What follows belongs to an exercise in optimizing a design on an open flow for small area; a production flow would make more cautious choices. Where RTL was checked, it was by simulation tests only, not by an equivalence proof against the original. The clock input has no modelled driver; a real chip could not lean on it and would need a root buffer or a full tree. Power figures rest on the tool's default switching activity, not on a simulated workload.

==> inputs of v6 <==
==> flow/design.v <==
`timescale 1ns / 1ps
module rotary_combination_lock(
    output wire LCD_E, LCD_RW, LCD_RS,
    output wire [3:0] SF_D,
    output wire [2:0] J1,
    input Clk,
    input Rst,
    input Center,
    input South,
    input wire rotA, rotB
);
    wire CenterSync, SouthSync;
    wire Right, Left;
    wire Locked;
    wire Tens;
    wire [3:0] Ones;
    synchronizer_nr syncA(CenterSync, Center, Clk);
    synchronizer_nr syncB(SouthSync, South, Clk);
    rotary_encoder_module U0(
         .Left(Left), .Right(Right), .Clk(Clk), .Rst(Rst),
         .rotA(rotA), .rotB(rotB));
    combination_lock_fsm U1(
         .state(J1), .Locked(Locked), .Right(Right), .Left(Left),
         .Tens(Tens), .Ones(Ones), .Center(CenterSync), .Clk(Clk),
         .South(SouthSync), .Rst(Rst));
    up_down_counter U2(
        .Tens(Tens), .Ones(Ones), .Up(Left), .Down(Right),
        .Clk(Clk), .South(South), .Rst(Rst));
    lcd_driver U3(Clk, Rst, South, Tens, Ones, Locked, SF_D, LCD_E,
        LCD_RS, LCD_RW);
endmodule
`timescale 1ns / 1ps
module synchronizer(
     output wire OutSignal,
     input wire InSignal,
     input wire Clk,
     input wire Rst
);
     reg buff0, buff1, buff2;
     always @(posedge Clk)
          if (Rst) begin
               buff0 <= 1'b0;
               buff1 <= 1'b0;
               buff2 <= 1'b0;
          end else begin
               buff0 <= InSignal;
               buff1 <= buff0;
               buff2 <= buff1;
          end
     assign OutSignal = buff2;
endmodule
module synchronizer_nr(
     output wire OutSignal,
     input wire InSignal,
     input wire Clk
);
     reg buff0, buff1, buff2;
     always @(posedge Clk) begin
          buff0 <= InSignal;
          buff1 <= buff0;
          buff2 <= buff1;
     end
     assign OutSignal = buff2;
endmodule
`timescale 1ns / 1ps
module combination_lock_fsm(output reg [2:0] state,
  output wire Locked,
  input wire Right, Left,
  input wire Tens,
  input wire [3:0] Ones,
  input wire Center,
  input wire Clk, South,
  input wire Rst
  );
  wire at13 = Tens & (Ones == 4'd3);
  wire at7  = ~Tens & (Ones == 4'd7);
  wire at17 = Tens & (Ones == 4'd7);
  reg [2:0] nextState;
  always @(*) begin
    nextState = state;
    case (state)
      3'd0: if (Right) nextState = 3'd1;
      3'd1: if (Left) nextState = at13 ? 3'd2 : 3'd0;
      3'd2: if (Right) nextState = at7 ? 3'd3 : 3'd0;
      3'd3: if (Left) nextState = at17 ? 3'd4 : 3'd0;
      3'd4: if (Center) nextState = at17 ? 3'd5 : 3'd0;
            else if (Right) nextState = 3'd0;
      3'd5: nextState = 3'd5;
      default: nextState = 3'd0;
    endcase
  end
  assign Locked = (state != 3'd5);
  always @(posedge Clk)
    if (Rst | South)
      state <= 3'd0;
    else
      state <= nextState;
endmodule
`timescale 1ns / 1ps
module up_down_counter(
  output reg Tens,
  output reg [3:0] Ones,
  input wire Up, Down,
  input wire Clk, South,
  input wire Rst
  );
  wire o0 = Ones[0], o1 = Ones[1], o2 = Ones[2], o3 = Ones[3];
  wire zero = ~(o3 | o2 | o1 | o0);
  wire nine = o3 & o0;
  wire [3:0] t;
  assign t[0] = Up | Down;
  assign t[1] = (Up & o0 & ~o3) | (Down & ~o0 & ~zero);
  assign t[2] = (Up & o1 & o0) | (Down & ~o1 & ~o0 & ~zero);
  assign t[3] = (Up & ((o2 & o1 & o0) | nine)) | (Down & ((o3 & ~o0) | zero));
  wire tt = (Up & nine) | (Down & zero);
  always @(posedge Clk)
    if (Rst | South) begin
      Tens <= 1'b0;
      Ones <= 4'd0;
    end else begin
      Tens <= Tens ^ tt;
      Ones <= Ones ^ t;
    end
endmodule
`timescale 1ns / 1ps
module lcd_driver(clk, Rst, reset, Tens, Ones, Locked, SF_D, LCD_E,
	LCD_RS, LCD_RW);
input clk, Rst, reset;
input Tens;
input [3:0] Ones;
input Locked;
output reg [3:0] SF_D;
output LCD_E;
output reg LCD_RS;
output LCD_RW;
localparam [20:0] K20      = 21'h100002;
localparam [20:0] K60      = 21'h140008;
localparam [20:0] K2000    = 21'h04ad05;
localparam [20:0] K2200    = 21'h0f672f;
localparam [20:0] K5000    = 21'h1d4136;
localparam [20:0] K80000   = 21'h145731;
localparam [20:0] K205000  = 21'h0532fd;
localparam [20:0] K750000  = 21'h06848b;
reg [20:0] x;
reg E, s1, A, L;
reg [3:0] c;
assign LCD_E = E;
assign LCD_RW = 1'b0;
wire P = A & (~c[0] | c[3]);   
wire k24 = P & (c == 4'd0) & ~s1 & ~E;   
wire low = ~(|x[19:0]);
wire fire = low & ~x[20] & (P ? reset : ~reset);
wire fb = x[20] ^ x[1] ^ low;
reg [20:0] K;
always @(*) begin
	if (~E)
		K = k24 ? K2000 : K20;
	else if (~s1) begin
		if (P & (c == 4'd10)) K = K205000;
		else if (P & (c == 4'd11)) K = K2200;
		else K = K60;
	end else begin
		if (P & (c == 4'd10)) K = K5000;
		else if (P & (c == 4'd15)) K = K80000;
		else if (~A & (c == 4'd0)) K = K2000;
		else K = K2200;
	end
end
reg [3:0] N;
always @(*) begin
	N = 4'h0;
	if (P) begin
		if (~s1)
			case (c)
				4'd10: N = 4'h3;
				4'd11: N = 4'h3;
				4'd12: N = 4'h2;
				default: N = 4'h0;
			endcase
		else
			case (c)
				4'd10: N = 4'h3;
				4'd11: N = 4'h2;
				4'd12: N = 4'h8;
				4'd13: N = 4'h6;
				4'd14: N = 4'hf;
				4'd15: N = 4'h1;
				default: N = 4'h0;
			endcase
	end else if (A) begin
		N = s1 ? 4'h0 : (L ? 4'h8 : 4'hc);
	end else if (~L) begin
		N = s1 ? 4'h0 : 4'h2;
	end else if (~s1) begin
		case (c)
			4'd1: N = 4'h3;
			4'd2: N = 4'h3;
			4'd3: N = 4'h3;
			4'd6: N = Locked ? 4'h2 : 4'h5;
			4'd7: N = Locked ? 4'h2 : 4'h4;
			4'd8: N = 4'h4;
			4'd9: N = 4'h4;
			4'd10: N = 4'h4;
			4'd11: N = 4'h4;
			4'd12: N = 4'h4;
			4'd13: N = 4'h4;
			default: N = 4'h2;
		endcase
	end else begin
		case (c)
			4'd1: N = 4'he;
			4'd2: N = {3'b000, Tens};
			4'd3: N = Ones;
			4'd6: N = Locked ? 4'h0 : 4'h5;
			4'd7: N = Locked ? 4'h0 : 4'he;
			4'd8: N = 4'hc;
			4'd9: N = 4'hf;
			4'd10: N = 4'h3;
			4'd11: N = 4'hb;
			4'd12: N = 4'h5;
			4'd13: N = 4'h4;
			default: N = 4'h0;
		endcase
	end
end
wire grp = (s1 & E) | k24;
always @(posedge clk)
if (Rst) begin
	x <= K750000;
	E <= 1'b0;
	s1 <= 1'b0;
	c <= 4'd10;
	A <= 1'b1;
	L <= 1'b0;
	SF_D <= 4'd0;
	LCD_RS <= 1'b0;
end else if (fire) begin
	x <= K;
	SF_D <= E ? 4'd0 : N;
	if (~E & ~s1 & ~P)
		LCD_RS <= ~A;
	if (~k24)
		{s1, E} <= {s1, E} + 2'd1;
	if (grp) begin
		c <= (A & (c == 4'd1)) ? 4'd1 : c + 4'd1;
		if (c == 4'd0)
			L <= ~L;
		A <= A ? (c != 4'd1) : (c == 4'd0);
	end
end else begin
	x <= {x[19:0], fb};
end
endmodule
`timescale 1 ns / 1 ps
`default_nettype none
module rotary_encoder_module(
     output wire Left, Right,
     input wire Clk, Rst,
     input wire rotA, rotB
);
     wire buffA, buffB;
     reg rotary_q1, rotary_q2;
     reg [1:0] pulse;  
     synchronizer syncA(buffA, rotA, Clk, Rst);
     synchronizer syncB(buffB, rotB, Clk, Rst);
     wire rise = ~rotary_q1 & buffA & buffB;
     wire pend = pulse[1] & pulse[0];
     always @(posedge Clk)
          if (Rst) begin
               rotary_q1 <= 1'b0;
               rotary_q2 <= 1'b0;
               pulse <= 2'b00;
          end else begin
               if (buffA & buffB)
                    rotary_q1 <= 1'b1;
               else if (~buffA & ~buffB)
                    rotary_q1 <= 1'b0;
               if (~buffA & buffB)
                    rotary_q2 <= 1'b1;
               else if (buffA & ~buffB)
                    rotary_q2 <= 1'b0;
               pulse[1] <= rise | (pend & rotary_q2);
               pulse[0] <= rise | (pend & ~rotary_q2);
          end
     assign Left  = pulse[1] & ~pulse[0];
     assign Right = pulse[0] & ~pulse[1];
endmodule
`default_nettype wire
==> flow/flow/run.sh <==
#!/bin/bash
# Own layout flow: the standard ORFS flow (standard.sh) with
#  - synthesis run once per area-oriented ABC script in flow/abc_*.script
#    (in parallel, each in its own ORFS work folder syn_N/), keeping the
#    smallest netlist; only the combinational mapping differs between them,
#  - no extra synthesis buffer on the constant output, minimum-size port
#    buffers,
#  - a small hand-built clock buffer stage in place of TritonCTS
#    (flow/manual_cts.tcl).
# Each run's output goes to syn_N/synth.log and flow_standard.log here, and
# to the ORFS logs under syn_N/orfs/logs and orfs/logs.
set -euo pipefail
W=$PWD
R=results/sky130hd/rotary_combination_lock/base
mkscripts() {
  rm -rf "$1"
  cp -r "$FLOW_HOME/scripts" "$1"
  cp "$W/flow/manual_cts.tcl" "$1/manual_cts.tcl"
  sed -i 's|^log_cmd clock_tree_synthesis {\*}\$cts_args|source $::env(SCRIPTS_DIR)/manual_cts.tcl|' "$1/cts.tcl"
  grep -q manual_cts.tcl "$1/cts.tcl"
}
i=0
for s in "$W"/flow/abc_*.script; do
  i=$((i + 1))
  d="$W/syn_$i"
  rm -rf "$d"; mkdir -p "$d"
  mkscripts "$d/scripts"
  cp "$s" "$d/scripts/abc_area.script"
  sed "s|WORK_HOME=[^ ]*|WORK_HOME=$d/orfs|" standard.sh > "$d/std.sh"
  ( bash "$d/std.sh" SCRIPTS_DIR="$d/scripts" ADDER_MAP_FILE= SYNTH_INSBUF=0 synth > "$d/synth.log" 2>&1 || true ) &
done
wait
best=""; besta=""
for d in "$W"/syn_*; do
  f="$d/orfs/reports/sky130hd/rotary_combination_lock/base/synth_stat.txt"
  [ -f "$d/orfs/$R/1_synth.odb" ] && [ -f "$f" ] || continue
  a=$(grep -i "chip area for module" "$f" | awk '{print $NF}')
  echo "$d $a" >> "$W/flow_synth_choice.log"
  if [ -z "$best" ] || awk "BEGIN{exit !($a < $besta)}"; then best=$d; besta=$a; fi
done
[ -n "$best" ]
echo "chosen: $best $besta" >> "$W/flow_synth_choice.log"
rm -rf "$W/orfs"
cp -a "$best/orfs" "$W/orfs"
mkscripts "$W/scripts_mod"
cp "$best/scripts/abc_area.script" "$W/scripts_mod/abc_area.script"
export MCTS_N=${MCTS_N:-3}
export MCTS_CELL=${MCTS_CELL:-sky130_fd_sc_hd__clkbuf_8}
bash standard.sh SCRIPTS_DIR="$W/scripts_mod" ADDER_MAP_FILE= SYNTH_INSBUF=0 \
  "BUFFER_PORTS_ARGS=-buffer_cell sky130_fd_sc_hd__buf_1" \
  finish > "$W/flow_standard.log" 2>&1
==> flow/flow/abc_1.script <==
strash
&get -n
&deepsyn -J 100
&put
dch -f
amap
==> flow/flow/abc_2.script <==
strash
&get -n
&deepsyn -J 100
&put
dc2
dch -f
amap
==> flow/flow/abc_3.script <==
strash
&get -n
&deepsyn -J 100 -S 7
&put
dch -f
amap
==> flow/flow/abc_4.script <==
strash
&get -n
&deepsyn -J 500
&put
dch -f
amap
==> flow/flow/manual_cts.tcl <==
# Clock buffering in place of TritonCTS: the flip-flop clock pins are split
# into MCTS_N groups of nearby sinks (by x, then y), and each group is driven
# by one MCTS_CELL buffer placed at its centroid and fed from the clock port.
set mcts_n $::env(MCTS_N)
set mcts_cell $::env(MCTS_CELL)
set db [ord::get_db]
set block [ord::get_db_block]
set master [$db findMaster $mcts_cell]
foreach clk_src [get_property [all_clocks] sources] {
  set clk_net [$block findNet [get_full_name $clk_src]]
  set sinks {}
  foreach it [$clk_net getITerms] {
    set inst [$it getInst]
    set bb [$inst getBBox]
    lappend sinks [list [expr {([$bb xMin] + [$bb xMax]) / 2}] [expr {([$bb yMin] + [$bb yMax]) / 2}] $it]
  }
  # grid partition: cols columns by x, then each column split by y
  set cols [expr {int(ceil(sqrt($mcts_n)))}]
  set sinks [lsort -integer -index 0 $sinks]
  set n [llength $sinks]
  set groups {}
  set left $mcts_n
  set start 0
  for {set c 0} {$c < $cols} {incr c} {
    set ng [expr {int(ceil(double($left) / ($cols - $c)))}]
    set cnt [expr {int(round(double($n - $start) * $ng / $left))}]
    set colsinks [lsort -integer -index 1 [lrange $sinks $start [expr {$start + $cnt - 1}]]]
    set start [expr {$start + $cnt}]
    set left [expr {$left - $ng}]
    set m [llength $colsinks]
    set s0 0
    for {set r 0} {$r < $ng} {incr r} {
      set k [expr {int(round(double($m - $s0) / ($ng - $r)))}]
      lappend groups [lrange $colsinks $s0 [expr {$s0 + $k - 1}]]
      set s0 [expr {$s0 + $k}]
    }
  }
  set g -1
  foreach grp $groups {
    incr g
    set sx 0; set sy 0
    foreach s $grp { incr sx [lindex $s 0]; incr sy [lindex $s 1] }
    set cx [expr {$sx / [llength $grp]}]
    set cy [expr {$sy / [llength $grp]}]
    set buf [odb::dbInst_create $block $master "mcts_buf_$g"]
    set net [odb::dbNet_create $block "mcts_net_$g"]
    $net setSigType CLOCK
    foreach s $grp {
      set it [lindex $s 2]
      $it disconnect
      $it connect $net
    }
    [$buf findITerm A] connect $clk_net
    [$buf findITerm X] connect $net
    $buf setLocation $cx $cy
    $buf setPlacementStatus PLACED
    puts "mcts: buffer mcts_buf_$g ($mcts_cell) drives [llength $grp] sinks at ($cx, $cy)"
  }
}
set_propagated_clock [all_clocks]
==> flow/standard.sh <==
#!/bin/bash
# synth_recipe.tcl (not shown) runs the flow's synth.tcl, then flattens the netlist and writes it again
# the make line also repeats each setting of config.mk as NAME=value (left out here)
make -C /OpenROAD-flow-scripts/flow DESIGN_CONFIG=/design/flow/config.mk WORK_HOME=/design/flow/orfs CLKGATE_MAP_FILE= SYNTH_SCRIPT=/design/flow/synth_recipe.tcl "${@:-finish}"
==> flow/config.mk <==
export PLATFORM = sky130hd
export DESIGN_NAME = rotary_combination_lock
export DESIGN_NICKNAME = rotary_combination_lock
export VERILOG_FILES = /design/flow/design.v
export SDC_FILE = /design/flow/constraint.sdc
export NUM_CORES = 4
export LEC_CHECK = 0
export ABC_AREA = 1
export CAP_MARGIN = 20
export CORE_MARGIN = 2
export CORE_UTILIZATION = 40
export SLEW_MARGIN = 20
==> flow/constraint.sdc <==
create_clock -name core_clock -period 10.0 [get_ports {Clk}]
set_input_delay 2.0000 -clock core_clock [delete_from_list [all_inputs] [get_ports {Clk}]]
set_output_delay 2.0000 -clock core_clock [all_outputs]
set_load 0.01 [all_outputs]
==> v1: changes against v6 <==
==> flow/design.v, changed modules only <==
module lcd_driver(clk, Rst, reset, Tens, Ones, Locked, SF_D, LCD_E,
	LCD_RS, LCD_RW);
input clk, Rst, reset;
input Tens;
input [3:0] Ones;
input Locked;
output reg [3:0] SF_D;
output LCD_E;
output reg LCD_RS;
output LCD_RW;
localparam [20:0] K20     = 21'h100002;
localparam [20:0] K60     = 21'h140008;
localparam [20:0] K2000   = 21'h04ad05;
localparam [20:0] K2200   = 21'h0f672f;
localparam [20:0] K5000   = 21'h1d4136;
localparam [20:0] K80000  = 21'h145731;
localparam [20:0] K205000 = 21'h0532fd;
localparam [20:0] K750000 = 21'h06848b;
reg [20:0] x;
reg E, s1, A, L;
reg [3:0] c;
assign LCD_E = E;
assign LCD_RW = 1'b0;
wire P = A & c[3];                        
wire k24 = P & (c == 4'd15) & ~s1 & ~E;   
wire low = ~(|x[19:0]);
wire fire = low & ~x[20] & (P ? reset : ~reset);
wire fb = x[20] ^ x[1] ^ low;
reg [20:0] K;
always @(*) begin
	if (~E)
		K = k24 ? K2000 : K20;
	else if (~s1) begin
		if (P & (c == 4'd9)) K = K205000;
		else if (P & (c == 4'd10)) K = K2200;
		else K = K60;
	end else begin
		if (P & (c == 4'd9)) K = K5000;
		else if (P & (c == 4'd14)) K = K80000;
		else if (~A & (c == 4'd15)) K = K2000;
		else K = K2200;
	end
end
reg [3:0] N;
always @(*) begin
	N = 4'h0;
	if (P) begin
		if (~s1)
			case (c)
				4'd9, 4'd10: N = 4'h3;
				4'd11: N = 4'h2;
				default: N = 4'h0;
			endcase
		else
			case (c)
				4'd9: N = 4'h3;
				4'd10: N = 4'h2;
				4'd11: N = 4'h8;
				4'd12: N = 4'h6;
				4'd13: N = 4'hf;
				4'd14: N = 4'h1;
				default: N = 4'h0;
			endcase
	end else if (A) begin
		N = s1 ? 4'h0 : (L ? 4'h8 : 4'hc);
	end else if (~L) begin
		N = s1 ? 4'h0 : 4'h2;
	end else if (~s1) begin
		case (c)
			4'd0, 4'd1, 4'd2: N = 4'h3;
			4'd5: N = Locked ? 4'h2 : 4'h5;
			4'd6: N = Locked ? 4'h2 : 4'h4;
			4'd7, 4'd8, 4'd9, 4'd10, 4'd11, 4'd12: N = 4'h4;
			default: N = 4'h2;
		endcase
	end else begin
		case (c)
			4'd0: N = 4'he;
			4'd1: N = {3'b000, Tens};
			4'd2: N = Ones;
			4'd5: N = Locked ? 4'h0 : 4'h5;
			4'd6: N = Locked ? 4'h0 : 4'he;
			4'd7: N = 4'hc;
			4'd8: N = 4'hf;
			4'd9: N = 4'h3;
			4'd10: N = 4'hb;
			4'd11: N = 4'h5;
			4'd12: N = 4'h4;
			default: N = 4'h0;
		endcase
	end
end
wire grp = (s1 & E) | k24;
always @(posedge clk)
if (Rst) begin
	x <= K750000;
	E <= 1'b0;
	s1 <= 1'b0;
	c <= 4'd9;
	A <= 1'b1;
	L <= 1'b0;
	SF_D <= 4'd0;
	LCD_RS <= 1'b0;
end else if (fire) begin
	x <= K;
	SF_D <= E ? 4'd0 : N;
	if (~E & ~s1 & ~P)
		LCD_RS <= ~A;
	if (~k24)
		{s1, E} <= {s1, E} + 2'd1;
	if (grp) begin
		c <= (A & (c == 4'd0)) ? 4'd0 : c + 4'd1;
		if (c == 4'd15)
			L <= ~L;
		A <= A ? (c != 4'd0) : (c == 4'd15);
	end
end else begin
	x <= {x[19:0], fb};
end
endmodule
==> flow/flow/run.sh (replaced) <==
#!/bin/bash
# Own layout flow: the standard ORFS flow with
#  - an area-oriented ABC mapping script (flow/abc_area.script),
#  - minimum-size port buffers,
#  - a small hand-built clock buffer stage in place of TritonCTS
#    (flow/manual_cts.tcl).
# Tool output goes to flow_standard.log here and to the ORFS logs.
set -euo pipefail
W=$PWD
rm -rf "$W/scripts_mod"
cp -r "$FLOW_HOME/scripts" "$W/scripts_mod"
cp "$W/flow/abc_area.script" "$W/scripts_mod/abc_area.script"
cp "$W/flow/manual_cts.tcl" "$W/scripts_mod/manual_cts.tcl"
sed -i 's|^log_cmd clock_tree_synthesis {\*}\$cts_args|source $::env(SCRIPTS_DIR)/manual_cts.tcl|' "$W/scripts_mod/cts.tcl"
grep -q manual_cts.tcl "$W/scripts_mod/cts.tcl"
export MCTS_N=${MCTS_N:-3}
export MCTS_CELL=${MCTS_CELL:-sky130_fd_sc_hd__clkbuf_8}
bash standard.sh SCRIPTS_DIR="$W/scripts_mod" ADDER_MAP_FILE= \
  "BUFFER_PORTS_ARGS=-buffer_cell sky130_fd_sc_hd__buf_1" \
  finish > "$W/flow_standard.log" 2>&1
==> flow/flow/abc_area.script (new file) <==
strash
&get -n
&deepsyn -J 100
&put
dch -f
amap
removed: flow/flow/abc_1.script
removed: flow/flow/abc_2.script
removed: flow/flow/abc_3.script
removed: flow/flow/abc_4.script
==> v32: changes against v6 <==
==> flow/design.v, changed modules only <==
module lcd_driver(clk, Rst, reset, Tens, Ones, Locked, SF_D, LCD_E,
	LCD_RS, LCD_RW);
input clk, Rst, reset;
input Tens;
input [3:0] Ones;
input Locked;
output reg [3:0] SF_D;
output LCD_E;
output reg LCD_RS;
output LCD_RW;
localparam [20:0] K20      = 21'h100002;
localparam [20:0] K60      = 21'h140008;
localparam [20:0] K2000    = 21'h04ad05;
localparam [20:0] K2200    = 21'h0f672f;
localparam [20:0] K5000    = 21'h1d4136;
localparam [20:0] K80000   = 21'h145731;
localparam [20:0] K205000  = 21'h0532fd;
localparam [20:0] K750000  = 21'h06848b;
reg [20:0] x;
reg E, s1, A, L;
reg [3:0] c;
assign LCD_E = E;
assign LCD_RW = 1'b0;
wire P = A & (c[0] | ~c[3]);   
wire k24 = P & (c == 4'd15) & ~s1 & ~E;   
wire low = ~(|x[19:0]);
wire fire = low & ~x[20] & (P ? reset : ~reset);
wire fb = x[20] ^ x[1] ^ low;
reg [20:0] K;
always @(*) begin
	if (~E)
		K = k24 ? K2000 : K20;
	else if (~s1) begin
		if (P & (c == 4'd5)) K = K205000;
		else if (P & (c == 4'd4)) K = K2200;
		else K = K60;
	end else begin
		if (P & (c == 4'd5)) K = K5000;
		else if (P & (c == 4'd0)) K = K80000;
		else if (~A & (c == 4'd15)) K = K2000;
		else K = K2200;
	end
end
reg [3:0] N;
always @(*) begin
	N = 4'h0;
	if (P) begin
		if (~s1)
			case (c)
				4'd5: N = 4'h3;
				4'd4: N = 4'h3;
				4'd3: N = 4'h2;
				default: N = 4'h0;
			endcase
		else
			case (c)
				4'd5: N = 4'h3;
				4'd4: N = 4'h2;
				4'd3: N = 4'h8;
				4'd2: N = 4'h6;
				4'd1: N = 4'hf;
				4'd0: N = 4'h1;
				default: N = 4'h0;
			endcase
	end else if (A) begin
		N = s1 ? 4'h0 : (L ? 4'h8 : 4'hc);
	end else if (~L) begin
		N = s1 ? 4'h0 : 4'h2;
	end else if (~s1) begin
		case (c)
			4'd14: N = 4'h3;
			4'd13: N = 4'h3;
			4'd12: N = 4'h3;
			4'd9: N = Locked ? 4'h2 : 4'h5;
			4'd8: N = Locked ? 4'h2 : 4'h4;
			4'd7: N = 4'h4;
			4'd6: N = 4'h4;
			4'd5: N = 4'h4;
			4'd4: N = 4'h4;
			4'd3: N = 4'h4;
			4'd2: N = 4'h4;
			default: N = 4'h2;
		endcase
	end else begin
		case (c)
			4'd14: N = 4'he;
			4'd13: N = {3'b000, Tens};
			4'd12: N = Ones;
			4'd9: N = Locked ? 4'h0 : 4'h5;
			4'd8: N = Locked ? 4'h0 : 4'he;
			4'd7: N = 4'hc;
			4'd6: N = 4'hf;
			4'd5: N = 4'h3;
			4'd4: N = 4'hb;
			4'd3: N = 4'h5;
			4'd2: N = 4'h4;
			default: N = 4'h0;
		endcase
	end
end
wire grp = (s1 & E) | k24;
always @(posedge clk)
if (Rst) begin
	x <= K750000;
	E <= 1'b0;
	s1 <= 1'b0;
	c <= 4'd5;
	A <= 1'b1;
	L <= 1'b0;
	SF_D <= 4'd0;
	LCD_RS <= 1'b0;
end else if (fire) begin
	x <= K;
	SF_D <= E ? 4'd0 : N;
	if (~E & ~s1 & ~P)
		LCD_RS <= ~A;
	if (~k24)
		{s1, E} <= {s1, E} + 2'd1;
	if (grp) begin
		c <= (A & (c == 4'd14)) ? 4'd14 : c - 4'd1;
		if (c == 4'd15)
			L <= ~L;
		A <= A ? (c != 4'd14) : (c == 4'd15);
	end
end else begin
	x <= {x[19:0], fb};
end
endmodule
--- a/flow/config.mk
+++ b/flow/config.mk
@@ -6,7 +6,8 @@
 export NUM_CORES = 4
 export LEC_CHECK = 0
 export ABC_AREA = 1
-export CAP_MARGIN = 20
+export CAP_MARGIN = 10
 export CORE_MARGIN = 2
-export CORE_UTILIZATION = 40
-export SLEW_MARGIN = 20
+export CORE_UTILIZATION = 70
+export GPL_TIMING_DRIVEN = 0
+export SLEW_MARGIN = 10
==> qor.csv <==
stage,metric,value,unit
finish,final_cell_area,2540,um^2
floorplanning,die_w,80.7,um
routing,drt-wirelength-per-cell,12.9,um
floorplanning,dieHeight,80.7,um
synth,post_synthesis_share_of_cell_area_spent_on_and_or_nand_and_nor_gates,27.9,%
synth,synth_compound_gate_area_share,16.5,%
finish,multi_input_comb_cells,214,
status,run_status,no timing/DRC/antenna violations,
power,power.internal,271,uW
critical_path,timing.reg2reg.worst_path_depth,20,
synth,commonest_cells_in_the_netlist,"sky130_fd_sc_hd__nor2_1 (79), sky130_fd_sc_hd__dfxtp_1 (58), sky130_fd_sc_hd__clkinv_1 (36), sky130_fd_sc_hd__nand2_1 (27), sky130_fd_sc_hd__o21ai_0 (19)",
critical_path,r2r_start,U3.c[3],
-- figures above: v1

==> qor.csv <==
stage,metric,value,unit
status,run_status,no timing/DRC/antenna violations,
synth,commonest_cells_in_the_netlist,"sky130_fd_sc_hd__nor2_1 (67), sky130_fd_sc_hd__dfxtp_1 (58), sky130_fd_sc_hd__clkinv_1 (36), sky130_fd_sc_hd__nand2_1 (17), sky130_fd_sc_hd__o21ai_0 (16)",
finish,multi_input_comb_cells,195,
grt,grt.met1_usage,22.5,%
synth,post_synthesis_share_of_cell_area_spent_on_and_or_nand_and_nor_gates,26.0,%
floorplanning,dieHeight,80.0,um
critical_path,timing.reg2reg.worst_path_depth,17,
critical_path,r2r_start,U3.x[12],
power,power.internal,271,uW
synth,synth_compound_gate_area_share,17.8,%
finish,final_cell_area,2510,um^2
-- figures above: v6

==> qor.csv <==
stage,metric,value,unit
status,run_status,no timing/DRC/antenna violations,
timing,fin_crit_sh,57.2,%
min_path,worstHoldStart,syncB.buff0,
power,power.internal,271,uW
finish,multi_input_comb_cells,198,
routing,drt-wirelength-per-cell,14.2,um
finish,final-seq-area,1160,um^2
critical_path,r2r_start,U3.c[3],
finish,final_cell_area,2470,um^2
floorplanning,die_w,61.6,um
critical_path,timing.reg2reg.worst_path_depth,15,
-- figures above: v32

No functional check of the RTL was part of v32. No run of this note takes its clock network from TritonCTS; it comes from the design's own scripts or RTL.

[port drivers added, routing unchanged]
The flow's constraints put no driver on any port. The routed layouts listed below were extracted and timed again, unchanged, in two steps.
Step 1, drivers: a clkbuf_16 drives Clk and a buf_2 each remaining input, both assumed.
Step 2 moves the port delays by t, midway between the first and last clock arrival at a register: inputs arrive t later, outputs are due t later. That takes back most of the time a late clock gives input paths.
Three values: ideal, step 1, step 2; two values: the first two.
| run | t, ns | slack for setup (ns) | hold slack, ns | worst data-port slew with drivers (ns) | pins driven straight from the clock port |
|---|---|---|---|---|---|
| v6 | 0.217 | 5.571 / 5.585 / 5.368 | 0.339 / 0.339 / 0.339 | 0.04 | 3 |
| v1 | 0.213 | 4.697 / 4.719 / 4.506 | 0.330 / 0.330 / 0.330 | 0.03 | 3 |
| v32 | 0.209 | 4.281 / 4.307 / 4.098 | 0.328 / 0.328 / 0.328 | 0.03 | 3 |
After both steps every run listed still meets setup and hold. For v6, which loses most, drivers alone change the setup slack by +0.014 ns; drivers and shift together by -0.203 ns.
